This is an optimization exercise on Yosys and OpenROAD, whose aim is small area and a short achievable clock period, not a production implementation. RTL that was checked went through simulation tests only; none was proved equivalent to the original. No functional check of the RTL was part of runs 5 and 6. No driver is modelled on the clock port, so clock power and skew are understated where the tree is cut down; a real chip needs a root buffer or a tree. Power is estimated from default activity; no workload was simulated.

===== flow/run.sh =====
#!/bin/bash
# Standard ORFS layout with smaller input-port buffers and a two-level
# clock tree (root buffers, leaf buffers) without dummy loads. Each tool's output goes to its own log under
# orfs/logs; make's output goes to make.log.
set -euo pipefail
here=$(pwd)
bash standard.sh \
  POST_GLOBAL_PLACE_TCL="$here/flow/inbuf.tcl" \
  POST_CTS_TCL="$here/flow/clk_tree.tcl" \
  CTS_ARGS="-sink_clustering_enable -repair_clock_nets -dont_use_dummy_load -sink_clustering_size 24 -sink_clustering_max_diameter 100" \
  finish > make.log 2>&1

===== flow/clk_tree.tcl =====
# After CTS: make the clock tree two buffers deep. The leaf clock buffers
# are driven straight from root buffers (the intermediate level is removed),
# and the root is split into up to four copies, each driving the leaf
# buffers nearest to it. Every register still sees root buffer + leaf buffer.
set block [ord::get_db_block]
set root_net [$block findNet clknet_0_clk]
set nroots 4
if { $root_net != "NULL" } {
  # 1. remove the intermediate level
  set mids {}
  foreach it [$root_net getITerms] {
    if { [$it isInputSignal] } {
      set inst [$it getInst]
      if { [string match "sky130_fd_sc_hd__clkbuf*" [[$inst getMaster] getName]] } {
        lappend mids $inst
      }
    }
  }
  foreach inst $mids {
    set onet [[$inst findITerm X] getNet]
    set leaves {}
    set ok 1
    foreach it [$onet getITerms] {
      if { [$it isInputSignal] } {
        lappend leaves $it
        if { ![string match "sky130_fd_sc_hd__clkbuf*" [[[$it getInst] getMaster] getName]] } { set ok 0 }
      }
    }
    if { !$ok } { continue }
    foreach it $leaves {
      $it disconnect
      $it connect $root_net
    }
    puts "clk_tree: removed [$inst getName], [llength $leaves] leaf buffers now on clknet_0_clk"
    [$inst findITerm A] disconnect
    [$inst findITerm X] disconnect
    odb::dbInst_destroy $inst
    odb::dbNet_destroy $onet
  }

  # 2. split the root buffer: group the leaf buffers by angle around their
  # centre, one root buffer per group
  set root_it [lindex [$root_net getITerms] 0]
  set root {}
  set leaves {}
  foreach it [$root_net getITerms] {
    if { [$it isOutputSignal] } { set root [$it getInst] } else { lappend leaves $it }
  }
  set clk_net [[$root findITerm A] getNet]
  set n [llength $leaves]
  set cx 0; set cy 0
  foreach it $leaves {
    set b [[$it getInst] getBBox]
    set cx [expr {$cx + ([$b xMin] + [$b xMax]) / 2.0}]
    set cy [expr {$cy + ([$b yMin] + [$b yMax]) / 2.0}]
  }
  set cx [expr {$cx / $n}]; set cy [expr {$cy / $n}]
  set keyed {}
  foreach it $leaves {
    set b [[$it getInst] getBBox]
    set x [expr {([$b xMin] + [$b xMax]) / 2.0 - $cx}]
    set y [expr {([$b yMin] + [$b yMax]) / 2.0 - $cy}]
    lappend keyed [list [expr {atan2($y, $x)}] $it $x $y]
  }
  set keyed [lsort -real -index 0 $keyed]
  set k [expr {min($nroots, $n)}]
  set master [[$root getMaster] getName]
  set lib_master [$root getMaster]
  for {set g 0} {$g < $k} {incr g} {
    set lo [expr {($g * $n) / $k}]
    set hi [expr {(($g + 1) * $n) / $k - 1}]
    set grp [lrange $keyed $lo $hi]
    set gx 0; set gy 0
    foreach e $grp { set gx [expr {$gx + [lindex $e 2]}]; set gy [expr {$gy + [lindex $e 3]}] }
    set gx [expr {int($cx + $gx / [llength $grp] / 2.0)}]
    set gy [expr {int($cy + $gy / [llength $grp] / 2.0)}]
    if { $g == 0 } {
      set inst $root
      set net $root_net
    } else {
      set inst [odb::dbInst_create $block $lib_master "clkbuf_root_${g}_clk"]
      set net [odb::dbNet_create $block "clknet_root_${g}_clk"]
      $net setSigType CLOCK
      [$inst findITerm A] connect $clk_net
      [$inst findITerm X] connect $net
      foreach e $grp {
        set it [lindex $e 1]
        $it disconnect
        $it connect $net
      }
    }
    $inst setLocation $gx $gy
    $inst setPlacementStatus PLACED
    puts "clk_tree: [$inst getName] drives [llength $grp] leaf buffers"
  }
}

# legalise the moved and added buffers
detailed_placement
check_placement -verbose
estimate_parasitics -placement

===== flow/inbuf.tcl =====
# After global placement: drive each input port through the smallest
# buffer, and each output port through a buf_2.
foreach inst [get_cells input*] {
  replace_cell $inst sky130_fd_sc_hd__buf_1
}
foreach inst [get_cells output*] {
  replace_cell $inst sky130_fd_sc_hd__buf_2
}

===== standard.sh =====
#!/bin/bash
# synth_recipe.tcl (not shown) runs the flow's synth.tcl, then flattens the netlist and writes it again
# the make line also repeats each setting of config.mk as NAME=value (left out here)
make -C /OpenROAD-flow-scripts/flow DESIGN_CONFIG=/design/flow/config.mk WORK_HOME=/design/flow/orfs CLKGATE_MAP_FILE= SYNTH_SCRIPT=/design/flow/synth_recipe.tcl "${@:-finish}"

===== config.mk =====
export PLATFORM = sky130hd
export DESIGN_NAME = FLP_adder_7
export DESIGN_NICKNAME = FLP_adder_7
export VERILOG_FILES = /design/flow/design.v
export SDC_FILE = /design/flow/constraint.sdc
export NUM_CORES = 4
export LEC_CHECK = 0
export ABC_AREA = 1
export CAP_MARGIN = 20
export CORE_MARGIN = 2
export CORE_UTILIZATION = 40
export SETUP_SLACK_MARGIN = 3.27
export SLEW_MARGIN = 20
export TNS_END_PERCENT = 0

===== constraint.sdc =====
create_clock -name core_clock -period 5.0 [get_ports {clk}]
set_input_delay 1.0000 -clock core_clock [delete_from_list [all_inputs] [get_ports {clk}]]
set_output_delay 1.0000 -clock core_clock [all_outputs]
set_load 0.01 [all_outputs]

===== design.v =====
module pfx_add #(parameter W = 25, parameter L = 5) (
    input  [W-1:0] a,
    input  [W-1:0] b,
    input          cin,
    output [W-1:0] s,
    output         cout
);
    wire [W:0] g [0:L];
    wire [W:0] p [0:L];
    assign g[0] = {a & b, cin};
    assign p[0] = {a ^ b, 1'b0};
    genvar l, i;
    generate
        for (l = 0; l < L; l = l + 1) begin : lvl
            for (i = 0; i <= W; i = i + 1) begin : bt
                if ((i >> l) & 1) begin : comb
                    localparam integer J = ((i >> l) << l) - 1;
                    assign g[l+1][i] = g[l][i] | (p[l][i] & g[l][J]);
                    assign p[l+1][i] = p[l][i] & p[l][J];
                end else begin : pass
                    assign g[l+1][i] = g[l][i];
                    assign p[l+1][i] = p[l][i];
                end
            end
        end
    endgenerate
    assign s    = p[0][W:1] ^ g[L][W-1:0];
    assign cout = g[L][W];
endmodule
module pfx_carry #(parameter W = 25, parameter L = 5) (
    input  [W-1:0] g,
    input  [W-1:0] p,
    output [W-1:0] c
);
    wire [W-1:0] gg [0:L];
    wire [W-1:0] pp [0:L];
    assign gg[0] = g;
    assign pp[0] = p;
    genvar l, i;
    generate
        for (l = 0; l < L; l = l + 1) begin : lvl
            for (i = 0; i < W; i = i + 1) begin : bt
                if ((i >> l) & 1) begin : comb
                    localparam integer J = ((i >> l) << l) - 1;
                    assign gg[l+1][i] = gg[l][i] | (pp[l][i] & gg[l][J]);
                    assign pp[l+1][i] = pp[l][i] & pp[l][J];
                end else begin : pass
                    assign gg[l+1][i] = gg[l][i];
                    assign pp[l+1][i] = pp[l][i];
                end
            end
        end
    endgenerate
    assign c = {gg[L][W-2:0], 1'b0};
endmodule
module FLP_adder(
    input  [31:0] A,
    input  [31:0] B,
    output [31:0] sum
);
    wire        gt   = A[30:23] > B[30:23];
    wire [7:0]  d    = gt ? A[30:23] - B[30:23] : B[30:23] - A[30:23];
    wire [23:0] big  = gt ? {1'b1, A[22:0]} : {1'b1, B[22:0]};
    wire [23:0] sml  = gt ? {1'b1, B[22:0]} : {1'b1, A[22:0]};
    wire        sbig = gt ? A[31] : B[31];
    wire        sub  = A[31] ^ B[31];
    wire [7:0]  ec   = gt ? A[30:23] : B[30:23];
    wire [23:0] shd  = (d > 8'd23) ? 24'd0 : (sml >> d[4:0]);
    wire [24:0] X    = {1'b0, big} + ({1'b0, shd} ^ {25{sub}}) + {24'd0, sub};
    wire        nz   = |X[23:0];
    wire        sgn  = sbig ? (sub ? (~X[24] & nz) : ~(X[24] & nz)) : X[24];
    wire [23:0] C    = X[24] ? (24'd0 - X[23:0]) : X[23:0];
    wire [22:0] M    = C[23] ? C[22:0] : {C[21:0], 1'b0};
    wire [7:0]  e    = C[23] ? ec : ec - 8'd1;
    assign sum = {sgn, e, M};
endmodule
module FLP_adder_7(
    input  [31:0] A,
    input  [31:0] B,
    input         rst,
    input         clk,
    output [31:0] sum
);
    reg [31:0] a1, b1;
    reg        ge1, lt1;    
    always @(posedge clk) begin
        a1  <= A;
        b1  <= B;
        ge1 <= A[30:23] >= B[30:23];
        lt1 <= A[30:23] <  B[30:23];
    end
    wire [7:0] ebig = ge1 ? a1[30:23] : b1[30:23];
    wire [7:0] dab  = a1[30:23] - b1[30:23];
    wire [7:0] dba  = b1[30:23] - a1[30:23];
    wire [7:0] d    = ge1 ? dab : dba;
    wire [23:0] sml = lt1 ? {1'b1, a1[22:0]} : {1'b1, b1[22:0]};
    reg [22:0] big2;
    reg [23:0] sml2;
    reg [7:1]  d2;
    reg        sbig2, sub2;
    reg [7:0]  ec2;
    always @(posedge clk) begin
        big2  <= ge1 ? a1[22:0] : b1[22:0];
        sml2  <= sml >> d[0];
        d2    <= d[7:1];
        sbig2 <= ge1 ? a1[31] : b1[31];
        sub2  <= a1[31] ^ b1[31];
        ec2   <= ebig;
    end
    wire        z2  = (|d2[7:5]) | (d2[4] & d2[3]);
    wire [23:0] shd = z2 ? 24'd0 : (sml2 >> {d2[4:1], 1'b0});
    reg  [23:0] ax3, shd3;
    reg         sbig3, sub3;
    reg  [7:0]  ec3;
    always @(posedge clk) begin
        ax3   <= {~sub2, big2 ^ {23{sub2}}};
        shd3  <= shd;
        sbig3 <= sbig2;
        sub3  <= sub2;
        ec3   <= ec2;
    end
    wire [23:0] g3 = ax3 & shd3;
    wire [23:0] p3 = ax3 ^ shd3;
    wire [24:0] c;
    pfx_carry #(25) add (.g({1'b0, g3}), .p({sub3, p3}), .c(c));
    wire [24:0] X = {c[24], (p3 ^ {24{sub3}}) ^ c[23:0]};
    reg [24:0] X4;
    reg        sbig4, sub4;
    reg [7:0]  ec4;
    always @(posedge clk) begin
        X4    <= X;
        sbig4 <= sbig3;
        sub4  <= sub3;
        ec4   <= ec3;
    end
    wire [23:0] lo;       
    assign lo[0] = 1'b0;
    genvar i;
    generate
        for (i = 1; i < 24; i = i + 1) begin : orl
            assign lo[i] = |X4[i-1:0];
        end
    endgenerate
    wire        nz  = lo[23] | X4[23];
    wire        sgn = sbig4 ? (sub4 ? (~X4[24] & nz) : ~(X4[24] & nz)) : X4[24];
    wire [23:0] C   = X4[23:0] ^ (lo & {24{X4[24]}});
    reg        sgn5;
    reg [23:0] C5;
    reg        lz5;       
    reg [7:0]  ec5;
    always @(posedge clk) begin
        sgn5 <= sgn;
        C5   <= C;
        lz5  <= ~C[23];
        ec5  <= ec4;
    end
    wire [22:0] M = C5[23] ? C5[22:0] : {C5[21:0], 1'b0};
    wire [7:0]  e = lz5 ? ec5 - 8'd1 : ec5;
    reg [31:0] r6;
    always @(posedge clk) begin
        r6 <= {sgn5, e, M};
    end
    assign sum = r6;
endmodule

==> run summary, run 1 <==
- The flow ran to the end and the layout has no timing, DRC or antenna violations.
- The worst register-to-register path has a depth of 5.
- The startpoint kind of the worst setup timing path is an input pin.
- The number of slew-limit violations in the final report is 0.
- The die covers 0.0288 mm2.
- By area the synthesized netlist is led by dfxtp_1 (53%), nand2_1 (9.2%), xor2_1 (5.5%).
- The most used flip-flop cell after synthesis is dfxtp_1.
- The analysis attributes to net switching a power of approximately 1800 uW.
- The critical path contains buffers and inverters numbering 3 combined.
- After the first detailed-routing iteration, the DRC count stood at 394.
- Compared with the post-synthesis result, the final layout area differs by 10.5%.
- The number of standard-cell rows in the floorplan is 60.
- The worst supply voltage drop on vdd is 0.206 mV.
- Buffers placed on the I/O ports in this run total 96.
- The via density per instance is 4.41.
- The share of the Yosys chip area taken by registers is 0.527.
- The register clock-pin slew on the reported worst setup and hold paths is about 0.09 ns.
- The half-perimeter wire length after detailed placement is 14,000 um.
- The number of global-route vias before repair is 6,701.
- After floorplanning, the core was sized to cover 0.0270 mm2.
- Summing all placed instances gives a cell area of 0.0117 mm2.
- After synthesis, the largest family of logic cells by area is simple AND/OR/NAND/NOR gates.
- The most prevalent standard cell on the critical path is o21ai_1.
- For the final database, setup skew stands at 0.0656 ns.
- The cell area that synthesis handed to floorplanning was 0.0110 mm2.
- After synthesis, the netlist uses 45 different library cells.
- The via count is about 7,300.
- The pin count of the biggest net entering global routing is 51.
- The signal arrival time at the worst endpoint is between 2 and 2.5 ns.
- The multiplexer share of the synthesized area is 0.00638.
- The cell depth of the worst min-delay path is 0.
- The biggest area contributor in the post-synthesis netlist is dfxtp_1.
- The number of max-cap violations is 0.
- The worst-skew pair later-pin latency is 0.31 ns.
- The largest stage delay on the critical path is 0.28 ns.
- The share of the clock period used by the worst path after layout is 0.368.
- Of the total power, the share spent switching nets is 0.304.
- The total congestion overflow is 0.
- Counting buffers and inverters, the worst setup path is 9 cells deep.
- In the routed design, unresolved DRC markers number 0.
- During synthesis, Yosys emitted a total of 2 warnings.
- The fraction of final layout cells with drive strength greater than 1 is 0.0882.
- Across every metal layer, demand over resource in global routing totals 0.130.
- The internal power of the cells totals about 4000 uW.
- The post-route cell area is 0.0121 mm2.
- The initial utilization of the core area, before any placement, comes to 0.408.
- After the last flow step, the layout net total stands at 1,432.
- Of the total synthesized cell area, the portion taken by AND, OR, NAND and NOR gates is 0.162.
- The worst max-slew margin expressed relative to the limit is 0.510.
- The total leakage power is 0.00571 uW.
- For this run, asynchronously set or reset flops after synthesis account for 0.
- The critical path goes through buf_1 > inv_12 > ha_4 > a21oi_2 > o21ai_1 > nand2_1 > o211ai_1 > inv_1 > o21ai_1.
- The height of the die is 170 um.
- Of the total synthesized cell area, the portion taken by full adders, half adders and majority gates is 0.0572.
- The fraction of synthesized cell area taken by the top area cell type is 0.527.
- Grouping stages by cell kind, the critical path spends the most delay in buffers and inverters.
- Of the total synthesized cell area, the portion taken by XOR and XNOR cells is 0.0797.
- The fraction of the mapped netlist area in compound gates was 0.0990.
- By instance count, the leading cell after synthesis is dfxtp_1.
- The type of the most critical hold path is reg -> reg.
- The required time of the critical path is roughly 5.2 ns.
- The number of enable flip-flop cells after synthesis is 0.
- The share of total power dissipated in the clock network is 0.217.
- At the pin with the least slew margin, the transition time is about 0.73 ns.
- The chip width is 170 um.
- The detail route stage leaves a number of antenna-violating nets equal to 0.
- In the final routed layout, each cell accounts on average for 11.0 um.
- Dividing total power by cell area gives a power density of ~470 mW/mm2.
- Setup total negative slack on the finished layout was measured at 0 ns.
- The total length of routed wires is between 15,000 and 20,000 um.
- The instance count of the mapped netlist is 1,243.
- The wire length of the first global-routing pass is 31,000 um.
- The sequential power share is 0.543.
- The number of hold-slack violations in the final timing report is 0.
- The clock period could shrink to 1.84 ns.
- The start-to-end type of the worst setup path is in -> reg.
- The count of endpoints failing setup in the final report is 0.
- The repair_antennas step left the layout with diodes totalling 0.
- The clock drives 289 sinks.
- The initial antenna violation count came to 0.
- Synthesis produced a netlist with a net count of about 1,400.
- After synthesis, the most frequently instantiated cells are dfxtp_1 (289), nand2_1 (269), inv_1 (139).
- Synthesis inferred 289 register bits.
- The number of top-level design ports is 98.
- STA classifies the critical path endpoint as a register.
- Before antenna repair, the detailed router went through 7 iterations.
- The largest fanout of any net on the critical path is 2.
- The post-synthesis area per instance is 8.84 um2.
- The cell type of the slowest stage on the worst timing path is buf_1.
- Setup repair after global routing could not meet its margin everywhere.
- The share of total power dissipated in combinational logic is 0.240.
- Derived from the worst setup path, the maximum achievable clock frequency is 544 MHz.
registers in the layout, summed over array words and instances, names as in the netlist, 7 cells and up:
name / flops
r6: 32
a1: 32
X4: 25
ec4: 8
shd3: 24
d2: 7
C5: 24
ec3: 8
ax3: 24
b1: 32
ec5: 8
sml2: 24
big2: 23
ec2: 8
layout make-up, without the clock buffers:
type                    count  area, um2
multi-input cells         763       4500
well taps                 341        427
flip-flops and latches    289       5790
fillers                  2623      14800
inverters                 147        571
repair buffers             99        423
plain buffers               3       75.1
power by group through the flow:
stage / Combinational [uW] / Clock (uW) / Sequential, uW
after floorplan: 1080 / 0 / 3130
after global placement: 1510 / 0 / 3180
after detailed placement: 1400 / 0 / 3190
after global routing: 1590 / 1400 / 3190
final: 1390 / 1250 / 3130
cell families after synthesis:
family | after synthesis
XOR/XNOR | 100
AND/OR/NAND/NOR | 405
adder cells (fa/ha/maj) | 49
AO/OA/AOI/OAI | 202
flip-flops | 289
multiplexers | 7
buffers and inverters | 191
layer usage:
layer,track usage,up-vias,wire (um)
met3,0.0229,26,764
met5,0,-,0
li1,-,4037,-
met2,0.206,126,7800
met4,0.0386,0,358
met1,0.181,3116,9260
path summary, 6_finish.rpt:
path,end,startpoint,slack (ns)
max,ge1,B[24],3.16
min,sbig4,sbig3,0.33
max reg2reg,sml2[9],a1[23],3.28
min reg2reg,sbig4,sbig3,0.33
through the flow:
| stage | hold slack (ns) | total power (uW) | worst slack, ns | utilization | std cells |
|---|---|---|---|---|---|
| detailed placement | 0.312 | 4580 | 2.78 | 0.434 | 1639 |
| global route | 0.336 | 6180 | 3.08 | 0.450 | 1656 |
| floorplan | 0.310 | 4210 | 3.25 | - | 1243 |
| finish | 0.328 | 5760 | 3.16 | 0.450 | 1656 |
| global placement | 0.310 | 4700 | 2.48 | 0.455 | 1639 |
worst register-to-register path, stage by stage, from the launching register on:
cell and delay (ns):
dfxtp_1 0.36, inv_1 0.05, ha_2 0.56, inv_1 0.38, nand2_1 0.18, o21ai_0 0.09
layout by cell type (no fill, tap or decap), types with 42 or more instances in the layout:
master   netlist  layout
dfxtp_1      289     284
nand2_1      269     269
inv_1        139     135
o21ai_0       94      92
xor2_1        69      69
buf_1          4      64
a21oi_1       54      52
nor2_1        46      46
nand3_1       45      45
ha_1          47      42
==> run 2: changes to the inputs <==
--- a/config.mk
+++ b/config.mk
@@ -11,4 +11,4 @@
 export CORE_UTILIZATION = 40
 export SETUP_SLACK_MARGIN = 3.27
 export SLEW_MARGIN = 20
-export TNS_END_PERCENT = 0
+export TNS_END_PERCENT = 2
==> run summary, run 2 <==
- The flow ran to the end and the layout has no timing, DRC or antenna violations.
- The async set-or-reset flop fraction in the synthesized netlist is 0.
- For this run, the number of Yosys warnings is 2.
- The number of top-level design ports is just under 100.
- The clock net sink count is approximately 290.
- Summing all multi-input logic gate instances after layout gives 0.00450 mm2.
- The floorplan has 60 rows.
- The signal arrival time at the worst endpoint is 2.03 ns.
- The total leakage power is between 0.005 and 0.006 uW.
- The prevailing post-synth register cell is dfxtp_1.
- The number of antenna-violating nets in the routed design is 0.
- The cell that appears most often on the critical path is o21ai_1.
- The height of the die is 170 um.
- The final hold slack is 0.328 ns.
- By instance count, the leading cell after synthesis is dfxtp_1.
- The first global-routing pass estimated 31,000 um of wire.
- The most common cell after layout, fill and taps aside is dfxtp_1.
- The total negative slack for setup checks is 0 ns.
- The initial antenna violation count was 0.
- The combinational share of power is 0.240.
- In the routed layout, each cell is associated on average with a via count of 4.41.
- The fmax is 544 MHz.
- The instance count of the mapped netlist is 1,243.
- Of the cells placed in the final design, the portion with a size suffix greater than 1 is 0.0882.
- The kind of cell adding the most delay to the critical path is buffers and inverters.
- Clock skew on the completed layout was measured at 0.0656 ns.
- The required time of the critical path is 5.20 ns.
- The reported net switching power is 1750 uW.
- In the final layout, the registers with the most flip-flops are a1: 32 flops, b1: 32 flops, r6: 32 flops.
- Measured along the x axis, the die boundary spans 170 um.
- The flop and latch count out of synthesis is 289.
- The tightest min-delay check is of the reg -> reg type.
- The fraction of synthesized cell area taken by the top area cell type is 0.527.
- Detailed routing inserted a total of about 7,300 vias.
- The share of the clock period used by the worst path after layout is 0.368.
- The number of global-route vias before repair came to 6,701.
- The half-perimeter wire length after detailed placement is 14,000 um.
- The total congestion overflow is 0.
- The floorplan step defined a die boundary enclosing 0.0288 mm2.
- The region available for standard cell placement spans between 0.02 and 0.03 mm2.
- The total length of routed wires is ~18,000 um.
- The first routing iteration left between 300 and 400 violations.
- Dividing total power by cell area gives a power density of 475 mW/mm2.
- The wire length per cell after detailed routing is 11.0 um.
- In the layout the commonest cells are dfxtp_1 (284), nand2_1 (269), inv_1 (135).
- The internal portion of the total power is 4010 uW.
- Yosys mapped a number of flops with a built-in enable equal to 0.
- The cell area that synthesis handed to floorplanning was ~0.011 mm2.
- The worst-skew pair later-pin latency is 0.31 ns.
- The worst max-slew margin expressed relative to the limit is 0.510.
- By area the synthesized netlist is led by dfxtp_1 (53%), nand2_1 (9.2%), xor2_1 (5.5%).
- In this run the critical register-to-register path is launched from a1[23].
- The post-route total power is between 5000 and 6000 uW.
- For this run, the total global-route usage over all layers was measured as 0.130.
- The register clock-pin slew on the reported worst setup and hold paths is 0.09 ns.
- For this run, the post-layout net count is 1,432.
- The worst setup path is captured at a register.
- The shortest clock period the worst path allows after layout is 1.84 ns.
- The critical path launch point is B[24].
- The effective utilization at floorplan is 0.408.
- The commonest cells after synthesis are dfxtp_1 (289), nand2_1 (269), inv_1 (139).
- The first detailed-routing pass took 7 iterations.
- The part of the total power dissipated in the clock network is 0.217.
- The pin count of the biggest net entering global routing is slightly above 50.
- The worst hold path begins at sbig3.
- The DRC violation count after routing is 0.
- Of the total power, the share spent switching nets is 0.304.
- The critical path goes through buf_1 > inv_12 > ha_4 > a21oi_2 > o21ai_1 > nand2_1 > o211ai_1 > inv_1 > o21ai_1.
- Setup repair after global routing could not meet its margin everywhere.
- The post-synthesis net count is 1,358.
- The number of slew-limit violations in the final report was 0.
- The area growth from synthesis to layout is 10.5%.
- Setup violations remaining at the end of the flow were counted as 0.
- Of all nets on the critical path, the largest fanout is 2.
- The sequential cell area is 0.00579 mm2.
- The post-synthesis area per instance is ~9 um2.
- The number of antenna diodes in the final layout is 0.
- The critical path contains buffers and inverters numbering 3 combined.
- The share of the Yosys chip area taken by registers is 0.527.
- The synthesized netlist contains 45 unique library cells.
- The slowest stage of the critical path is the buf_1 cell.
- The most area-hungry cell type in the Yosys netlist is dfxtp_1.
- The number of max-cap violations is 0.
- VDD sags by at most 0.206 mV.
- For this run, the slowest stage of the critical path takes 0.28 ns.
- The start-to-end type of the worst setup path is in -> reg.
- The number of inserted filler cells in the final layout is 2,623.
- The number of hold-slack violations in the final timing report is 0.
- The number of buffers added on ports is 96.
- At the pin with the least slew margin, the transition time is 0.734 ns.
- The startpoint kind of the worst setup timing path is an input pin.
- The sequential power share is 0.543.
[run 2: cell counts after synthesis]
No cell type changed its count.
[run 2: path summary, 6_finish.rpt]
| path | to | slack [ns] | depth (start not counted) |
|---|---|---|---|
| worst min-delay path | sbig4 | 0.33 | 0 |
| worst min register to register | sbig4 | 0.33 | 0 |
| worst max register to register | sml2[9] | 3.28 | 5 |
| worst max-delay path | ge1 | 3.16 | 9 |
[run 2: kinds of logic after synthesis]
logic type / after synthesis / synth area share
AND/OR/NAND/NOR: 405 / 0.162
flip-flops: 289 / 0.527
AO/OA/AOI/OAI: 202 / 0.0990
buffers and inverters: 191 / 0.0697
XOR/XNOR: 100 / 0.0797
adder cells (fa/ha/maj): 49 / 0.0572
multiplexers: 7 / 0.00638
[run 2: area by class of cell, without the clock buffers]
class,instances,area share
Sequential cell,289,0.477
Timing Repair Buffer,99,0.0348
Multi-Input combinational cell,763,0.371
Buffer,3,0.00619
Inverter,147,0.0470
Tap cell,341,0.0352
[run 2: power groups by stage]
stage | clock [uW] | sequential, uW | combinational, uW
after floorplan | 0 | 3130 | 1080
after global placement | 0 | 3180 | 1510
after detailed placement | 0 | 3190 | 1400
after global routing | 1400 | 3190 | 1590
final | 1250 | 3130 | 1390
[run 2: stage by stage]
step | utilization | cells | cell area, um2 | setup slack, ns
2_1_floorplan | - | 1243 | 11100 | 3.25
3_3_place_gp | 0.455 | 1639 | 12300 | 2.48
3_5_place_dp | 0.434 | 1639 | 11700 | 2.78
5_1_grt | 0.450 | 1656 | 12100 | 3.08
6_report | 0.450 | 1656 | 12100 | 3.16
[run 2: layer usage]
layer  wire length [um]  global-route usage  vias to the layer above  share of wire
li1                   -                   -                     4037              -
met1               9260               0.181                     3116           0.51
met2               7800               0.206                      126           0.43
met3                764              0.0229                       26          0.042
met4                358              0.0386                        0          0.020
met5                  0                   0                        -              0
==> run 3: changes to the inputs <==
--- a/config.mk
+++ b/config.mk
@@ -11,4 +11,4 @@
 export CORE_UTILIZATION = 40
 export SETUP_SLACK_MARGIN = 3.27
 export SLEW_MARGIN = 20
-export TNS_END_PERCENT = 2
+export TNS_END_PERCENT = 5
==> run summary, run 3 <==
- The number of top-level design ports is around 100.
- Prior to clock tree synthesis, the placed netlist has a worst setup slack of between 2 and 3 ns.
- The global-route met1 utilization is 0.181.
- Derived from the worst setup path, the maximum achievable clock frequency is 575 MHz.
- The count of buffering cells on the critical path with inverters included is 1.
- The share of total power dissipated in sequential elements is 0.542.
- Across every metal layer, demand over resource in global routing totals 0.130.
- Traced cell by cell, the critical path runs through buf_2.
- The total core area is 0.0270 mm2.
- Of all nets on the critical path, the largest fanout is 1.
- The flow ran to the end and the layout has no timing, DRC or antenna violations.
- For met2 alone, demand over resource in global routing was 0.206.
- met2 is the most crowded layer.
- The floorplan step set the die height to 170 um.
- The total length of routed wires is 18,300 um.
- The signal arrival time at the worst endpoint is 0.74 ns.
- The worst setup path is of the reg -> out kind.
- The detailed router finished its first iteration with 394 violations.
- The clock skew after layout is about 0.065 ns.
- The power density over the cells is 474 mW/mm2.
- The largest stage delay on the critical path is 0.32 ns.
- The library cell used most frequently in the layout, excluding fill and tap cells, is dfxtp_1.
- The kind of cell adding the most delay to the critical path is flip-flops.
- By area the synthesized netlist is led by dfxtp_1 (53%), nand2_1 (9.2%), xor2_1 (5.5%).
- The number of antenna-violating nets in the routed design is 0.
- The die covers roughly 0.029 mm2.
- The register clock-pin slew on the reported worst setup and hold paths is 0.09 ns.
- Setup slack on the critical path of the routed design comes to about 3.3 ns.
- For this design the total switching power over the nets is between 1500 and 2000 uW.
- The initialized floorplan defines 60 standard-cell rows.
- In the layout the commonest cells are dfxtp_1 (284), nand2_1 (269), inv_1 (134).
- The DRC violation count after routing is 0.
- Of the total power, combinational logic draws 0.241.
- The post-synthesis area per instance is 8.84 um2.
- At the pin with the least slew margin, the transition time is 0.734 ns.
- STA classifies the critical path startpoint as a register.
- Setup repair after global routing could not meet its margin everywhere.
- In this run the worst hold path is classified as reg -> reg.
- The number of buffers added on ports is 96.
- The total negative slack for setup checks is 0 ns.
- The clock net sink count is 289.
- Clock latency on the worst-skew pair, taken at its later pin, is 0.31 ns.
- The shortest clock period the worst path allows after layout is approximately 1.7 ns.
- The initial antenna violation count came to 0.
- The final route contains 7,301 vias.
- The wire length per cell after detailed routing is 11.0 um.
- The via density per instance is 4.41.
- The Yosys step of the flow raised 2 warnings.
- The number of nets in the final layout is 1,433.
- The worst pin sits at a relative slew slack of 0.510.
- The share of synthesized area in the top cell type comes to 0.527.
- The cell type of the slowest stage on the worst timing path is dfxtp_1.
- Entering global routing, the biggest net connects between 50 and 60 pins.
- STA classifies the critical path endpoint as a primary output.
- In the final layout, the share of cells above drive strength 1 is 0.0919.
- The number of global-route vias before repair is 6,701.
- The number of slew-limit violations in the final report is 0.
- For this configuration, the core starts out at a cell density of 0.408.
- The chip width is 170 um.
- Of all flip-flops after synthesis, the portion carrying an async set or reset was 0.
- The part of the total power dissipated in the clock network is 0.217.
- In the synthesized netlist, the cells that appear most often are dfxtp_1 (289), nand2_1 (269), inv_1 (139).
- The required time of the critical path is 4.00 ns.
- In this run the static leakage power is approximately 0.0057 uW.
- Summing every instance area after synthesis gives 0.0110 mm2.
- The internal power of the cells is 4010 uW.
- Across the VDD grid, the largest voltage drop is roughly 0.21 mV.
- The first global-routing pass estimated ~31,000 um of wire.
- Max-cap violations in this run came to 0.
- The half-perimeter wire length after detailed placement is 14,000 um.
- For this run, the register share of the synthesized area comes to 0.527.
- In this run, synthesis inferred 0 flip-flops with an integrated enable.
- The layout-stage area growth over the synthesis result is 10.7%.
- The flop and latch count out of synthesis is 289.
- The total congestion overflow is 0.
- The met3 demand-to-capacity share in global routing is 0.0229.
- The post-synthesis net count is 1,358.
- The number of hold-slack violations in the final timing report was 0.
- The most area-hungry cell type in the Yosys netlist is dfxtp_1.
- The largest registers in the layout are a1: 32 flops, b1: 32 flops, r6: 32 flops.
- After synthesis, the netlist uses 45 different library cells.
- The library cell with the highest instance count after synthesis is dfxtp_1.
- Setup violations remaining at the end of the flow were counted as 0.
- The share of the clock period used by the worst path after layout is 0.348.
- The repair_antennas step left the layout with diodes totalling 0.
- Among all flip-flop cells after synthesis, the most frequent one is dfxtp_1.
- Of the total power, the share spent switching nets is 0.304.
- The instance count of the mapped netlist is roughly 1,200.
- The first detailed-routing pass ran for 5 iterations.
run 3: area by class of cell, without the clock buffers:
class / count / area (um2)
fill: 2619 / 14800
sequential: 289 / 5800
multi-input combinational: 763 / 4510
inverter: 147 / 574
tap: 341 / 427
timing repair buffer: 99 / 424
buffer: 3 / 75.1
timing repair inverter: 1 / 7.51
run 3: layer usage:
| layer | part of all wire | up-vias |
|---|---|---|
| li1 | - | 4040 |
| met3 | 0.039 | 26 |
| met4 | 0.020 | 0 |
| met5 | 0 | - |
| met1 | 0.51 | 3113 |
| met2 | 0.43 | 122 |
run 3: path summary, 6_finish.rpt:
check	from	to	slack (ns)	cells after the start
hold reg to reg	sbig3	sbig4	0.33	0
setup / recovery	r6[21]	sum[21]	3.26	1
hold / removal	sbig3	sbig4	0.33	0
setup reg to reg	X4[24]	C5[9]	3.32	4
run 3: power groups by stage:
stage	combinational [uW]	sequential, uW	clock [uW]
floorplan	1080	3130	0
global placement	1510	3180	0
detailed placement	1400	3190	0
global route	1600	3190	1400
finish	1390	3130	1250
run 3: cell families after synthesis:
kind of cell             Yosys count  share of synthesized area
AND/OR/NAND/NOR                  405                      0.162
flip-flops                       289                      0.527
AO/OA/AOI/OAI                    202                     0.0990
buffers and inverters            191                     0.0697
XOR/XNOR                         100                     0.0797
adder cells (fa/ha/maj)           49                     0.0572
multiplexers                       7                    0.00638
run 3: per-stage QoR:
stage	std cells	cell area [um2]	hold WS, ns	total power [uW]	util
finish	1657	12200	0.328	5770	0.451
floorplan	1243	11100	0.310	4210	-
global placement	1639	12300	0.310	4700	0.455
global route	1657	12200	0.336	6190	0.451
detailed placement	1639	11700	0.312	4580	0.434
==> run 4: changes to the inputs <==
--- a/config.mk
+++ b/config.mk
@@ -8,7 +8,7 @@
 export ABC_AREA = 1
 export CAP_MARGIN = 20
 export CORE_MARGIN = 2
-export CORE_UTILIZATION = 40
+export CORE_UTILIZATION = 50
 export SETUP_SLACK_MARGIN = 3.27
 export SLEW_MARGIN = 20
 export TNS_END_PERCENT = 5
==> run summary, run 4 <==
- The run finished with no timing, DRC or antenna violations.
- Setup repair after global routing could not meet its margin everywhere.
- Setup violations remaining at the end of the flow were counted as 0.
- The worst-skew pair later-pin latency is 0.30 ns.
- The beginning of the worst hold path is ec2[0].
- The pin count of the biggest net entering global routing is 51.
- The met3 demand-to-capacity share in global routing is 0.0273.
- For the worst setup path, the data required time is 4.00 ns.
- Along the worst path, the maximum fanout reaches 1.
- The number of global-route vias before repair was roughly 6,600.
- The placement-stage cell area is around 0.012 mm2.
- Across all layers, the routed design uses 7,262 vias.
- Power spread over the standard cell area amounts to 476 mW/mm2.
- The number of antenna diodes in the final layout is 0.
- The reported net switching power is 1750 uW.
- The clock skew after layout is 0.0558 ns.
- The initial antenna violation count is 1.
- The total leakage power is 0.00573 uW.
- The wire length of the first global-routing pass is roughly 31,000 um.
- The total overflow left after global routing is 0.
- The chip width is 152 um.
- Yosys printed 2 warnings.
- Measured against the total synthesized area, the mux share comes to 0.00638.
- The adder-cell share of the synthesized area is 0.0572.
- At the end of the flow, the number of nets in the layout was 1,435.
- The share of synthesized area in the top cell type comes to 0.527.
- The worst supply voltage drop on vdd is 0.274 mV.
- By area the synthesized netlist is led by dfxtp_1 (53%), nand2_1 (9.2%), xor2_1 (5.5%).
- The number of nets in the synthesized netlist is 1,358.
- The fraction of final layout cells with drive strength greater than 1 is 0.0964.
- The distinct cell type count of the synthesized netlist is 45.
- The number of slew-limit violations in the final report was 0.
- Port buffering added 96 buffers.
- The fraction of the mapped netlist area in compound gates is 0.0990.
- The prevailing post-synth register cell is dfxtp_1.
- Synthesis inferred 289 register bits.
- The clock net sink count is 289.
- The largest registers in the layout are a1: 32 flops, b1: 32 flops, r6: 32 flops.
- In the layout the commonest cells are dfxtp_1 (284), nand2_1 (267), inv_1 (134).
- The post-synthesis xor/xnor area fraction is 0.0797.
- Adding up every negative setup slack in the final design gives 0 ns.
- Headroom to the max-slew limit came out at 0.484.
- Data arrives at the worst endpoint at 0.75 ns.
- Of the total power, combinational logic draws 0.243.
- After routing the design area is 0.0121 mm2.
- The register-to-register setup slack is roughly 3.3 ns.
- The number of standard-cell rows in the floorplan is 54.
- The die covers 0.0232 mm2.
- For this run, the register share of the synthesized area comes to 0.527.
- For this block, the routed nets add up to 18,400 um of wire.
- After synthesis, the share of flip-flops with an asynchronous set or reset is 0.
- The via density per instance is 4.54.
- After filler insertion, the fill cell instance count of the layout stands at 1,989.
- The share of total power dissipated in the clock network is 0.217.
- The number of optimization iterations in the first detailed-route pass is 5.
- The number of enable flip-flop cells after synthesis is 0.
- The cell depth of the worst min-delay path is 0.
- In this run the critical register-to-register path is launched from X4[24].
- The mapped cell area is 0.0110 mm2.
- The switching portion of total power is 0.303.
- The final hold slack is 0.330 ns.
- The sequential power share is 0.540.
- The number of max-cap violations is 0.
- The worst register-to-register path has a depth of 4.
- The layer with the highest usage after global routing is met2.
- Relative to the synthesized area, the layout overhead comes to 10.3%.
- The startpoint kind of the worst setup timing path is a register.
- The actual slew at the worst max-slew pin is 0.773 ns.
- The internal portion of the total power is 4020 uW.
- Pin placement for this block handled 98 I/O pins.
- The met2 demand-to-capacity share in global routing is 0.252.
- Counting instances in the post-synthesis netlist gives the leading cell types as dfxtp_1 (289), nand2_1 (269), inv_1 (139).
- For this run, the top clock speed supported by timing is around 570 MHz.
- Detailed placement finished with a half-perimeter wire length of 13,900 um.
- The worst hold path belongs to the class reg -> reg.
- The share of the clock period used by the worst path after layout is 0.349.
- The kind of cell adding the most delay to the critical path is flip-flops.
- The path with the worst hold slack has its endpoint at ec3[0].
- In this run, the number of DRC markers left after iteration 0 of detailed routing was 332.
- The start-to-end type of the worst setup path is reg -> out.
- The number of antenna-violating nets in the routed design is 0.
- For this run, the share of the core covered by cells in the final layout is 0.559.
- For this configuration, the core starts out at a cell density of 0.507.
- The global-route met1 utilization is 0.230.
- The largest stage delay on the critical path is 0.30 ns.
- Traced cell by cell, the critical path runs through buf_2.
- STA classifies the critical path endpoint as a primary output.
- The number of hold-slack violations in the final timing report is 0.
- After detailed routing, the average wire length per cell comes to 11.5 um.
- The shortest clock period the worst path allows after layout is about 1.7 ns.
- Yosys instantiated no cell more often than dfxtp_1.
- The die is 152 um tall.
- The total core area is around 0.022 mm2.
- The end of the worst register-to-register path is C5[9].
- The post-synthesis area per instance is 8.84 um2.
- Among all stages on the critical path, the largest delay is contributed by dfxtp_1.
- Clock-pin slew was measured on the worst setup and hold paths at 0.09 ns.
- Leaving out fill and tap cells, the most frequent cell in the layout is dfxtp_1.
- After detailed routing, the number of remaining DRC violations is 0.
- The most area-hungry cell type in the Yosys netlist is dfxtp_1.
- The instance count of the mapped netlist is ~1,200.
- The count of buffering cells on the critical path with inverters included is 1.
- The total global routing track utilization is 0.161.
- The combinational family with the most area after synthesis is simple AND/OR/NAND/NOR gates.
- The area share of and/or/nand/nor cells after synthesis is 0.162.
==> run 4: cell counts after synthesis <==
No cell type changed its count.
==> run 4: power by group through the flow <==
| stage | clock (uW) | sequential [uW] | combinational (uW) |
|---|---|---|---|
| global placement | 0 | 3170 | 1530 |
| detailed placement | 0 | 3170 | 1400 |
| global route | 1390 | 3190 | 1610 |
| finish | 1250 | 3120 | 1400 |
| floorplan | 0 | 3130 | 1080 |
==> run 4: per-stage QoR <==
| stage | setup WS (ns) | total power (uW) | std cells |
|---|---|---|---|
| detailed placement | 2.73 | 4570 | 1579 |
| finish | 3.25 | 5770 | 1598 |
| floorplan | 3.25 | 4210 | 1243 |
| global placement | 2.50 | 4700 | 1579 |
| global route | 3.14 | 6190 | 1598 |
==> run 4: area by class of cell, without the clock buffers <==
type / count / area (um2) / area share
multi-input cells: 763 / 4510 / 0.373
flip-flops and latches: 289 / 5790 / 0.478
repair buffers: 101 / 452 / 0.0373
inverters: 147 / 574 / 0.0474
repair inverters: 1 / 7.51 / 0.000620
well taps: 280 / 350 / 0.0289
plain buffers: 3 / 75.1 / 0.00620
==> run 4: logic make-up after synthesis <==
group | after synthesis
adders and majority gates | 49
DFF | 289
xor gates and xnor gates | 100
AOI/OAI and AO/OA | 202
muxes | 7
buffers and inverters | 191
and+or+nand+nor | 405
==> run 4: worst max-delay path by stage <==
stage,startpoint,end,slack [ns],depth (start not counted)
after detailed placement,d2[1],shd3[0],2.73,7
final,r6[7],sum[7],3.25,1
after floorplan,B[24],ge1,3.25,8
after global routing,X4[24],C5[9],3.14,4
after global placement,B[24],ge1,2.50,9
==> run 4: per-layer routing <==
layer,vias up,share of wire
met5,-,0
met4,0,0.017
met3,19,0.044
met2,141,0.43
met1,3058,0.51
li1,4044,-
==> run 5: changes to the inputs <==
--- a/design.v
+++ b/design.v
@@ -109,18 +109,20 @@
     end
     wire        z2  = (|d2[7:5]) | (d2[4] & d2[3]);
     wire [23:0] shd = z2 ? 24'd0 : (sml2 >> {d2[4:1], 1'b0});
-    reg  [23:0] ax3, shd3;
+    reg  [22:0] ax3;
+    reg  [23:0] shd3;
     reg         sbig3, sub3;
     reg  [7:0]  ec3;
     always @(posedge clk) begin
-        ax3   <= {~sub2, big2 ^ {23{sub2}}};
+        ax3   <= big2 ^ {23{sub2}};
         shd3  <= shd;
         sbig3 <= sbig2;
         sub3  <= sub2;
         ec3   <= ec2;
     end
-    wire [23:0] g3 = ax3 & shd3;
-    wire [23:0] p3 = ax3 ^ shd3;
+    wire [23:0] a3 = {~sub3, ax3};    
+    wire [23:0] g3 = a3 & shd3;
+    wire [23:0] p3 = a3 ^ shd3;
     wire [24:0] c;
     pfx_carry #(25) add (.g({1'b0, g3}), .p({sub3, p3}), .c(c));
     wire [24:0] X = {c[24], (p3 ^ {24{sub3}}) ^ c[23:0]};
--- a/config.mk
+++ b/config.mk
@@ -8,7 +8,7 @@
 export ABC_AREA = 1
 export CAP_MARGIN = 20
 export CORE_MARGIN = 2
-export CORE_UTILIZATION = 50
+export CORE_UTILIZATION = 40
 export SETUP_SLACK_MARGIN = 3.27
 export SLEW_MARGIN = 20
 export TNS_END_PERCENT = 5
==> run summary, run 5 <==
- In this run the core area contains 60 standard-cell rows.
- After global routing the overflow that remains totals 0.
- The number of slew-limit violations in the final report is 0.
- Data on the critical path is required at its endpoint by ~4.0 ns.
- Each instance of the synthesized netlist takes up on average 8.73 um2.
- After synthesis, the share of flip-flops with an asynchronous set or reset is 0.
- Detailed routing placed a total of 726 um of wire on met3.
- The total negative slack for setup checks is 0 ns.
- The combinational share of power is 0.242.
- The largest stage delay on the critical path is 0.32 ns.
- The part of the total power dissipated in the clock network is 0.217.
- The number of nets in the synthesized netlist is 1,360.
- The total global routing track utilization is 0.135.
- The number of hold-slack violations in the final timing report is 0.
- The run finished with no timing, DRC or antenna violations.
- During synthesis, Yosys emitted a total of 2 warnings.
- The total length of routed wires is around 19,000 um.
- The via count is ~7,300.
- The signal on the critical path passes through buf_2.
- The internal power of the cells is 4020 uW.
- The number of max-cap violations is 0.
- The cell family contributing the most delay on the critical path is flip-flops.
- The reported net switching power is 1740 uW.
- The instance count of the mapped netlist is 1,245.
- Of the post-synthesis cell area, the dominant cell type holds 0.531.
- The wire length per cell after detailed routing is 11.5 um.
- The routed length on met2 is 8330 um.
- Counting instances in the post-synthesis netlist gives the leading cell types as dfxtp_1 (288), nand2_1 (283), inv_1 (141).
- The setup path with the least slack is of type reg -> out.
- The register clock-pin slew on the reported worst setup and hold paths is 0.09 ns.
- The largest individual stage delay along the critical path comes from the cell dfxtp_1.
- The share of synthesized area occupied by flip-flops and latches is 0.531.
- The repair_antennas step left the layout with diodes totalling 0.
- For this run, the post-layout net count is 1,436.
- Between clock sinks in the finished design, the worst skew comes to 0.0515 ns.
- The flop and latch count out of synthesis is approximately 290.
- Summing all multi-input logic gate instances after layout gives 0.00446 mm2.
- The synthesized design contains 0 enable-type register cells.
- The tightest min-delay check is of the reg -> reg type.
- The synthesized netlist contains 40 unique library cells.
- STA classifies the critical path startpoint as a register.
- The routed design could run at a clock period as short as 1.74 ns.
- The fmax is 574 MHz.
- The initial antenna violation count came to 0.
- At the pin with the least slew margin, the transition time is 0.617 ns.
- The number of global-route vias before repair is 6,687.
- The worst max-slew margin expressed relative to the limit is 0.589.
- The power density over the cells is about 470 mW/mm2.
- Setup repair after global routing could not meet its margin everywhere.
- After detailed routing, the number of remaining DRC violations is 0.
- Along the worst path, the maximum fanout reaches 1.
- For this block, the initial DRC count from the detailed router was roughly 350.
- In this run the static leakage power is between 0.005 and 0.006 uW.
- In this run the horizontal extent of the chip is 169 um.
- The effective utilization at floorplan is 0.405.
- Counting the fill cells in the layout gives around 2,700.
- The number of top-level design ports is 98.
- The fraction of final layout cells with drive strength greater than 1 is 0.0955.
- In the routed layout, each cell is associated on average with a via count of 4.39.
- The share of the clock period used by the worst path after layout is 0.348.
- The largest registers in the layout are a1: 32 flops, b1: 32 flops, r6: 32 flops.
- In this run the remaining antenna-violating nets after routing total 0.
- Total power for the finished layout comes to between 5000 and 6000 uW.
- The clock net sink count is 288.
- The first global-routing pass estimated ~32,000 um of wire.
- IR analysis of the VDD net gives a maximum drop of between 0.2 and 0.25 mV.
- The floorplan die area is 0.0285 mm2.
- Sorting the synthesized cells by area gives the leading types as dfxtp_1 (53%), nand2_1 (9.8%), xor2_1 (5.6%).
- After detailed routing, the wire length on met1 is ~9600 um.
- The switching portion of total power is 0.303.
- In this run the vertical extent of the chip is 169 um.
- The category of the worst setup path capture point is a primary output.
- The number of optimization iterations in the first detailed-route pass is 5.
- Compared with the post-synthesis result, the final layout area differs by 12.2%.
- The clock reaches the later pin of the worst-skew pair after 0.32 ns.
- The count of buffering cells on the critical path with inverters included is 1.
- The sequential cell area is approximately 0.0058 mm2.
- The mapped cell area is 0.0109 mm2.
- Of the total power, registers draw 0.540.
- The top cell types in the final layout, fill and taps aside, are dfxtp_1 (282), nand2_1 (280), inv_1 (133).
- The number of buffers added on ports is 96.
- The library cell with the highest instance count after synthesis is dfxtp_1.
- The floorplan step defined a core boundary enclosing 0.0268 mm2.
- The library cell used most frequently in the layout, excluding fill and tap cells, is dfxtp_1.
- Routed signal wires occupy layers up through met4.
- The prevailing post-synth register cell is dfxtp_1.
- Entering global routing, the biggest net connects 51 pins.
- The final core utilization is 0.455.
- The signal arrival time at the worst endpoint is ~0.74 ns.
- The most area-hungry cell type in the Yosys netlist is dfxtp_1.
- The half-perimeter wire length after detailed placement is between 10,000 and 15,000 um.
- The count of endpoints failing setup in the final report is 0.
-- run 5: through the flow --
step	std cells	hold WS, ns	cell area [um2]	setup slack (ns)
floorplan	1245	0.310	10900	3.25
global placement	1639	0.311	12100	2.47
detailed placement	1639	0.312	11600	2.82
global route	1660	0.326	12200	3.14
finish	1660	0.323	12200	3.26
-- run 5: worst paths after layout --
path                            slack (ns)     from      end  depth (start not counted)
worst max register to register        3.30  shd3[9]   X4[24]                         11
worst min-delay path                  0.32   ec4[0]   ec5[0]                          0
worst min register to register        0.32   ec4[0]   ec5[0]                          0
worst max-delay path                  3.26   r6[16]  sum[16]                          1
-- run 5: cell families (layout without fill, tap and decap cells) --
logic type | after synthesis | after routing | share of synthesized area
muxes | 5 | 5 | 0.00461
buffers and inverters | 194 | 268 | 0.0715
adders and majority gates | 49 | 49 | 0.0578
and+or+nand+nor | 402 | 402 | 0.155
AOI/OAI and AO/OA | 207 | 207 | 0.0996
DFF | 288 | 288 | 0.531
xor gates and xnor gates | 100 | 100 | 0.0806
-- run 5: cell type report, without the clock buffers --
| cell class | instances | area share |
|---|---|---|
| Buffer | 3 | 0.00616 |
| Inverter | 147 | 0.0468 |
| Multi-Input combinational cell | 763 | 0.366 |
| Sequential cell | 288 | 0.474 |
| Tap cell | 341 | 0.0350 |
| Timing Repair Buffer | 103 | 0.0430 |
| Timing Repair inverter | 1 | 0.000616 |
-- run 5: routing by layer --
metal	track usage	vias to the layer above
met2	0.218	123
met5	0	-
met4	0.0424	0
li1	-	4038
met3	0.0217	24
met1	0.186	3106
-- run 5: power by group through the flow --
| stage | Sequential, uW | Combinational [uW] | Clock, uW |
|---|---|---|---|
| floorplan | 3110 | 1060 | 0 |
| global placement | 3170 | 1500 | 0 |
| detailed placement | 3170 | 1380 | 0 |
| global route | 3180 | 1610 | 1400 |
| finish | 3110 | 1400 | 1250 |
==> run 6: changes to the inputs <==
--- a/config.mk
+++ b/config.mk
@@ -5,7 +5,7 @@
 export SDC_FILE = /design/flow/constraint.sdc
 export NUM_CORES = 4
 export LEC_CHECK = 0
-export ABC_AREA = 1
+export ABC_AREA = 0
 export CAP_MARGIN = 20
 export CORE_MARGIN = 2
 export CORE_UTILIZATION = 40
==> run summary, run 6 <==
- The most area-hungry cell type in the Yosys netlist is dfxtp_1.
- The worst register-to-register path begins at X4[3].
- In the final layout, the registers with the most flip-flops are a1: 32 flops, b1: 32 flops, r6: 32 flops.
- For the final routed database, the setup TNS stands at 0 ns.
- In this run the static leakage power is between 0.004 and 0.005 uW.
- STA puts the critical path data arrival time at about 2.7 ns.
- Counting flops with a built-in enable in the synthesized netlist gives 0.
- The setup slack at placement is 2.26 ns.
- The number of antenna-violating nets in the routed design is 0.
- For the pin with the worst max-slew slack, the measured transition is 0.963 ns.
- The fmax is 400 MHz.
- After synthesis, the share of flip-flops with an asynchronous set or reset is 0.
- The number of hold-slack violations in the final timing report is 0.
- The worst pin sits at a relative slew slack of 0.358.
- The global routing stage identified its most utilized layer as met2.
- The category of the worst setup path capture point is a register.
- The fraction of synthesized cell area taken by the top area cell type is 0.550.
- The post-route cell area is 0.0117 mm2.
- The first TritonRoute pass finished after 4 iterations.
- The fraction of final layout cells with drive strength greater than 1 is 0.169.
- The total congestion overflow is 0.
- The startpoint kind of the worst setup timing path is a register.
- The count of endpoints failing setup in the final report is 0.
- Once routing completed, OpenROAD measured the worst setup slack at 2.50 ns.
- The start-to-end type of the worst setup path is reg -> reg.
- The netlist uses 50 different library cells.
- The number of top-level design ports is 98.
- The shortest clock period the worst path allows after layout is 2.50 ns.
- The height of the die is approximately 170 um.
- The path class of the tightest hold or removal check is reg -> reg.
- In the final design database the tool counted 1,083 nets.
- The layout-stage area growth over the synthesis result is 11.7%.
- Summed over all layers, the routed wires come to 17,700 um.
- The violation count after the first detailed-routing iteration is 298.
- The initial antenna violation count is 0.
- The floorplan die area is approximately 0.027 mm2.
- The power density over the cells is roughly 480 mW/mm2.
- IR analysis of the VDD net gives a maximum drop of ~0.31 mV.
- Detailed placement ended at an HPWL of 13,200 um.
- Of the available clock period, the critical path in the final layout requires 0.500.
- The flop and latch count out of synthesis is 288.
- Synthesis produced a netlist with a net count of roughly 990.
- Between clock sinks in the finished design, the worst skew comes to 0.0123 ns.
- The post-route total power is 5670 uW.
- The pin count of the biggest net entering global routing is 52.
- The library cell used most frequently in the layout, excluding fill and tap cells, is dfxtp_1.
- Input and output buffers added on the ports amount to 96.
- The total number of yosys warnings is 2.
- In the global route stage, met1 resource usage came out at 0.179.
- The worst min-delay path endpoint is ec5[1].
- Setup repair after global routing could not meet its margin everywhere.
- Detailed routing inserted a total of 6,005 vias.
- The register-to-register setup slack is 2.50 ns.
- The most common cell in the synthesized netlist is dfxtp_1.
- The largest fanout of any net on the critical path is 6.
- The prevailing post-synth register cell is dfxtp_1.
- After detailed routing, the number of remaining DRC violations is 0.
- Data on the critical path is required at its endpoint by slightly above 5 ns.
- The number of inserted filler cells in the final layout is 2,411.
- The final antenna diode count is 0.
- The effective utilization at floorplan is 0.404.
- In the global route stage, overall resource usage came out at 0.129.
- Measured along the x axis, the die boundary spans 166 um.
- The cell count after synthesis came out at 876.
- The worst-skew pair later-pin latency is 0.31 ns.
- The floorplan has 59 rows.
- The library cells used most frequently in the layout, excluding fill and tap cells, are dfxtp_1 (284), buf_1 (64), xnor2_1 (57).
- The met2 demand-to-capacity share in global routing is 0.205.
- Once placement finished, the instance area stood at 0.0112 mm2.
- The number of global-route vias before repair was 5,849.
- The worst register-to-register path ends at sgn5.
- The total core area is 0.0259 mm2.
- The beginning of the worst hold path is ec4[1].
- After synthesis, the most frequently instantiated cells are dfxtp_1 (288), xnor2_1 (57), mux2_2 (56).
- The final hold slack is 0.329 ns.
- The wire length of the first global-routing pass is 29,200 um.
- In the global route stage, met3 resource usage came out at 0.0253.
- The via density per instance is 4.62.
- The cell depth of the worst min-delay path is 0.
- The path depth of the worst reg2reg path is 6.
- Clock-pin slew was measured on the worst setup and hold paths at 0.09 ns.
- The post-synthesis area per instance is 12.0 um2.
- Yosys attributes the largest share of cell area to dfxtp_1 (55%), mux2_2 (6.0%), ha_1 (5.6%).
- For this design, the sink count on the clock tree is about 290.
- The number of slew-limit violations in the final report is 0.
- The share of synthesized area occupied by flip-flops and latches is 0.550.
- The flow ran to the end and the layout has no timing, DRC or antenna violations.
- The number of max-cap violations is 0.
- In the final routed layout, each cell accounts on average for approximately 14 um.
- The synthesized netlist occupies a cell area of roughly 0.010 mm2.
[run 6: cell types whose count changed in the layout (fill, tap and decap cells not counted), sizes merged, moves of 27 or more]
cell   previous run  this run
inv             146        30
mux2              0        56
nand2           291        34
nand3            40         5
o21ai           129        33
xnor2            30        57
[run 6: cell families after synthesis]
logic type               Yosys count  share of synthesized area
XOR/XNOR                         106                     0.0886
buffers and inverters             64                     0.0231
flip-flops                       288                      0.550
AND/OR/NAND/NOR                  143                     0.0686
AO/OA/AOI/OAI                    121                     0.0713
multiplexers                     105                      0.138
adder cells (fa/ha/maj)           49                     0.0600
[run 6: through the flow]
stage / cells / utilization
6_report: 1301 / 0.452
5_1_grt: 1301 / 0.452
3_5_place_dp: 1279 / 0.433
3_3_place_gp: 1279 / 0.454
2_1_floorplan: 876 / -
[run 6: cell type report, without the clock buffers]
cell class | count | area (um2) | area share
sequential | 288 | 5770 | 0.493
inverter | 31 | 116 | 0.00994
buffer | 3 | 75.1 | 0.00642
multi-input combinational | 524 | 4510 | 0.385
tap | 335 | 419 | 0.0358
timing repair buffer | 107 | 487 | 0.0416
[run 6: worst max-delay path by stage]
stage | from | end | slack, ns | depth (start not counted)
6_report | X4[3] | sgn5 | 2.50 | 6
2_1_floorplan | X4[3] | sgn5 | 2.39 | 7
3_3_place_gp | X4[0] | sgn5 | 2.28 | 6
3_5_place_dp | X4[0] | sgn5 | 2.26 | 6
5_1_grt | X4[3] | sgn5 | 2.45 | 6
[run 6: critical path, cell delays in order (launching register included)]
cell	delay, ns
dfxtp_2	0.33
or4_4	0.53
or4_4	0.43
or4_4	0.49
or4_4	0.46
nand3_2	0.08
o221ai_2	0.08
[run 6: report_power, final]
part,internal [uW],leakage (uW),switching (uW)
registers,2820,0.00242,331
logic,707,0.00224,607
clock network,576,0.000197,634
[run 6: layer usage]
layer	share of wire	vias to the layer above
li1	-	3183
met3	0.038	24
met2	0.44	97
met4	0.020	0
met1	0.50	2701
met5	0	-
==> run 7: changes to the inputs <==
--- a/design.v
+++ b/design.v
@@ -109,20 +109,18 @@
     end
     wire        z2  = (|d2[7:5]) | (d2[4] & d2[3]);
     wire [23:0] shd = z2 ? 24'd0 : (sml2 >> {d2[4:1], 1'b0});
-    reg  [22:0] ax3;
-    reg  [23:0] shd3;
+    reg  [23:0] ax3, shd3;
     reg         sbig3, sub3;
     reg  [7:0]  ec3;
     always @(posedge clk) begin
-        ax3   <= big2 ^ {23{sub2}};
+        ax3   <= {~sub2, big2 ^ {23{sub2}}};
         shd3  <= shd;
         sbig3 <= sbig2;
         sub3  <= sub2;
         ec3   <= ec2;
     end
-    wire [23:0] a3 = {~sub3, ax3};    
-    wire [23:0] g3 = a3 & shd3;
-    wire [23:0] p3 = a3 ^ shd3;
+    wire [23:0] g3 = ax3 & shd3;
+    wire [23:0] p3 = ax3 ^ shd3;
     wire [24:0] c;
     pfx_carry #(25) add (.g({1'b0, g3}), .p({sub3, p3}), .c(c));
     wire [24:0] X = {c[24], (p3 ^ {24{sub3}}) ^ c[23:0]};
--- a/flow/run.sh
+++ b/flow/run.sh
@@ -7,5 +7,5 @@
 bash standard.sh \
   POST_GLOBAL_PLACE_TCL="$here/flow/inbuf.tcl" \
   POST_CTS_TCL="$here/flow/clk_tree.tcl" \
-  CTS_ARGS="-sink_clustering_enable -repair_clock_nets -dont_use_dummy_load -sink_clustering_size 24 -sink_clustering_max_diameter 100" \
+  CTS_ARGS="-sink_clustering_enable -repair_clock_nets -dont_use_dummy_load -sink_clustering_size 30 -sink_clustering_max_diameter 100" \
   finish > make.log 2>&1
--- a/config.mk
+++ b/config.mk
@@ -5,7 +5,7 @@
 export SDC_FILE = /design/flow/constraint.sdc
 export NUM_CORES = 4
 export LEC_CHECK = 0
-export ABC_AREA = 0
+export ABC_AREA = 1
 export CAP_MARGIN = 20
 export CORE_MARGIN = 2
 export CORE_UTILIZATION = 40
==> run summary, run 7 <==
- The cell depth of the worst min-delay path is 0.
- The share of the clock period used by the worst path after layout is 0.352.
- The worst-case IR drop observed on VDD is 0.259 mV.
- The library cell with the highest instance count after synthesis is dfxtp_1.
- STA puts the critical path data required time at 4.00 ns.
- Of the total power, combinational logic draws 0.245.
- Of the post-synthesis cell area, the dominant cell type holds 0.527.
- Of the total power, the clock network draws 0.206.
- The clock net sink count is 289.
- The cell count after placement is 1,639.
- Counting instances in the post-synthesis netlist gives the leading cell types as dfxtp_1 (289), nand2_1 (269), inv_1 (139).
- In this run the number of cells on the critical path is 1.
- The final antenna diode count is 0.
- The total length of routed wires is 18,200 um.
- By area the synthesized netlist is led by dfxtp_1 (53%), nand2_1 (9.2%), xor2_1 (5.5%).
- The first global-routing pass estimated 30,900 um of wire.
- Synthesis produced a netlist with a net count of 1,358.
- Summing all non-filler instances in the final layout gives an area of 0.0122 mm2.
- The count of endpoints failing setup in the final report is 0.
- After layout, the design draws a total of around 5700 uW.
- The internal portion of the total power is 3950 uW.
- Based on the critical path, the design can be clocked at up to between 500 and 600 MHz.
- Entering global routing, the biggest net connects 51 pins.
- At the later pin of the worst-skew pair, clock insertion delay measures 0.32 ns.
- For this run, the register share of the synthesized area comes to 0.527.
- The kind of cell adding the most delay to the critical path is flip-flops.
- The register clock-pin slew on the reported worst setup and hold paths is 0.11 ns.
- The placement-stage cell area is 0.0117 mm2.
- The number of global-route vias before repair is 6,686.
- The count of buffering cells on the critical path with inverters included is 1.
- The beginning of the worst hold path is ec2[7].
- The detail route stage leaves a number of antenna-violating nets equal to 0.
- The worst register-to-register path ends at C5[9].
- The number of hold-slack violations in the final timing report is 0.
- Along the worst path, the maximum fanout reaches 1.
- In the final layout, the registers with the most flip-flops are a1: 32 flops, b1: 32 flops, r6: 32 flops.
- In this run the tool buffered the top-level ports with 96 buffer cells.
- The category of the worst setup path capture point is a primary output.
- The largest single stage delay on the critical path is 0.33 ns.
- The critical path goes through buf_2.
- Dividing total power by cell area gives a power density of 468 mW/mm2.
- Counting every instance in the synthesized netlist gives 1,243.
- The clock skew after layout is 0.0627 ns.
- The total number of yosys warnings is 2.
- The die covers 0.0288 mm2.
- For this configuration, the core starts out at a cell density of 0.408.
- The half-perimeter wire length after detailed placement is 14,000 um.
- The shortest clock period the worst path allows after layout is between 1.5 and 2 ns.
- Once layout is complete, the utilization of the core stands at 0.451.
- The worst max-slew margin expressed relative to the limit is 0.512.
- The detailed router finished its first iteration with 464 violations.
- The flow ran to the end and the layout has no timing, DRC or antenna violations.
- The average instance in the mapped netlist occupies 8.84 um2.
- The prevailing post-synth register cell is dfxtp_1.
- The via density per instance is 4.42.
- The DRC violation count after routing is 0.
- The number of top-level design ports is 98.
- The async set-or-reset flop fraction in the synthesized netlist is 0.
- The analysis attributes to net switching a power of 1750 uW.
- The path depth of the worst reg2reg path is 4.
- The number of enable flip-flop cells after synthesis is 0.
- Of the cells placed in the final design, the portion with a size suffix greater than 1 is 0.0967.
- At the pin with the least slew margin, the transition time is 0.731 ns.
- The distinct cell type count of the synthesized netlist is 45.
- The most area-hungry cell type in the Yosys netlist is dfxtp_1.
- The total core area is 0.0270 mm2.
- In the layout the commonest cells are dfxtp_1 (284), nand2_1 (268), inv_1 (134).
- The library cell used most frequently in the layout, excluding fill and tap cells, is dfxtp_1.
- In the final routed layout, each cell accounts on average for ~11 um.
- For this run, the total global-route usage over all layers was measured as 0.129.
- The signal arrival time at the worst endpoint is about 0.76 ns.
- The number of cells in the finished layout apart from fillers is 1,655.
- From left edge to right edge, the die measures 170 um.
- The flop and latch count out of synthesis is 289.
- Setup repair after global routing could not meet its margin everywhere.
- The worst hold path terminates at ec3[7].
- The total leakage power is between 0.005 and 0.006 uW.
- The mapped cell area is 0.0110 mm2.
- The critical path launch point is r6[24].
- Detailed routing inserted a total of 7,312 vias.
- The min-delay analysis places its worst path in the category reg -> reg.
- In this run the register-to-register setup slack is 3.33 ns.
- At the end of the flow, the number of nets in the layout was about 1,400.
- The number of optimization iterations in the first detailed-route pass is 5.
- Adding up every negative setup slack in the final design gives 0 ns.
- The sequential power share is 0.549.
- The number of slew-limit violations in the final report is 0.
- The number of max-cap violations is 0.
- The worst setup path is launched from a register.
- The layout-stage area growth over the synthesis result is 10.7%.
- Of the total power, the share spent switching nets is 0.306.
- The cell type of the slowest stage on the worst timing path is dfxtp_1.
- The height of the die is 170 um.
- The initial antenna violation count came to 0.
- After floorplanning, the core was divided into 60 placement rows.
- The total congestion overflow is 0.
- The critical path is of the reg -> out type.
- The launch instance of the worst register-to-register path is X4[24].
==> run 7: changes by cell type after synthesis, sizes merged, moves of 16 or more <==
cell,delta
nand2,+254
inv,+116
o21ai,+91
mux2,-56
nand3,+41
mux4,-26
xnor2,-26
a21oi,+25
xor2,+20
mux2i,-16
==> run 7: cell type report, without the clock buffers <==
| type | count | area, um2 |
|---|---|---|
| plain buffers | 3 | 75.1 |
| repair buffers | 99 | 435 |
| repair inverters | 1 | 7.51 |
| well taps | 341 | 427 |
| inverters | 147 | 574 |
| multi-input cells | 763 | 4550 |
| flip-flops and latches | 289 | 5790 |
| fillers | 2622 | 14800 |
==> run 7: worst max path at each step <==
stage               slack [ns]      end
global route              3.18   X4[21]
finish                    3.24  sum[24]
floorplan                 3.25      ge1
detailed placement        2.78  shd3[0]
global placement          2.48      ge1
==> run 7: per-stage QoR <==
| stage | setup WS [ns] | hold WS (ns) |
|---|---|---|
| 6_report | 3.24 | 0.304 |
| 5_1_grt | 3.18 | 0.313 |
| 3_5_place_dp | 2.78 | 0.312 |
| 3_3_place_gp | 2.48 | 0.310 |
| 2_1_floorplan | 3.25 | 0.310 |
==> run 7: layer usage <==
metal / share of wire / track usage / routed length (um)
met5: 0 / 0 / 0
met4: 0.016 / 0.0353 / 296
met3: 0.048 / 0.0210 / 870
met2: 0.43 / 0.207 / 7910
met1: 0.50 / 0.181 / 9160
==> run 7: logic make-up after synthesis <==
logic type,share of synthesized area
AND/OR/NAND/NOR,0.162
flip-flops,0.527
AO/OA/AOI/OAI,0.0990
buffers and inverters,0.0697
XOR/XNOR,0.0797
adder cells (fa/ha/maj),0.0572
multiplexers,0.00638
==> run 7: power by group through the flow <==
| stage | Combinational (uW) | Clock [uW] | Sequential (uW) |
|---|---|---|---|
| after floorplan | 1080 | 0 | 3130 |
| after global placement | 1510 | 0 | 3180 |
| after detailed placement | 1400 | 0 | 3190 |
| after global routing | 1610 | 1310 | 3190 |
| final | 1400 | 1170 | 3130 |

[separate check: timing with driven ports]
In the flow no input, the clock included, has a driving cell. The finished layouts below were timed again as built, in two steps. Step 1 assumes that a clkbuf_16 drives the clock port and a buf_2 every other input. Step 2 times the ports against the registers' clock, not the clock port: input delays grow and output delays shrink by t, the midpoint of the rising clock arrivals with the driver on. Three values: ideal, step 1, step 2; two values: the first two.
run	t (ns)	slack for setup (ns)	pins driven straight from the clock port
run 1	0.366	3.162 / 3.175 / 2.861	4
run 2	0.366	3.162 / 3.175 / 2.861	4
run 3	0.366	3.260 / 3.176 / 2.975	4
run 4	0.366	3.254 / 3.169 / 3.052	4
run 5	0.381	3.259 / 3.175 / 2.984	4
run 6	0.385	2.501 / 2.501 / 2.501	4
run 7	0.369	3.240 / 3.160 / 3.026	4
After both steps setup and hold are still met in every run listed.
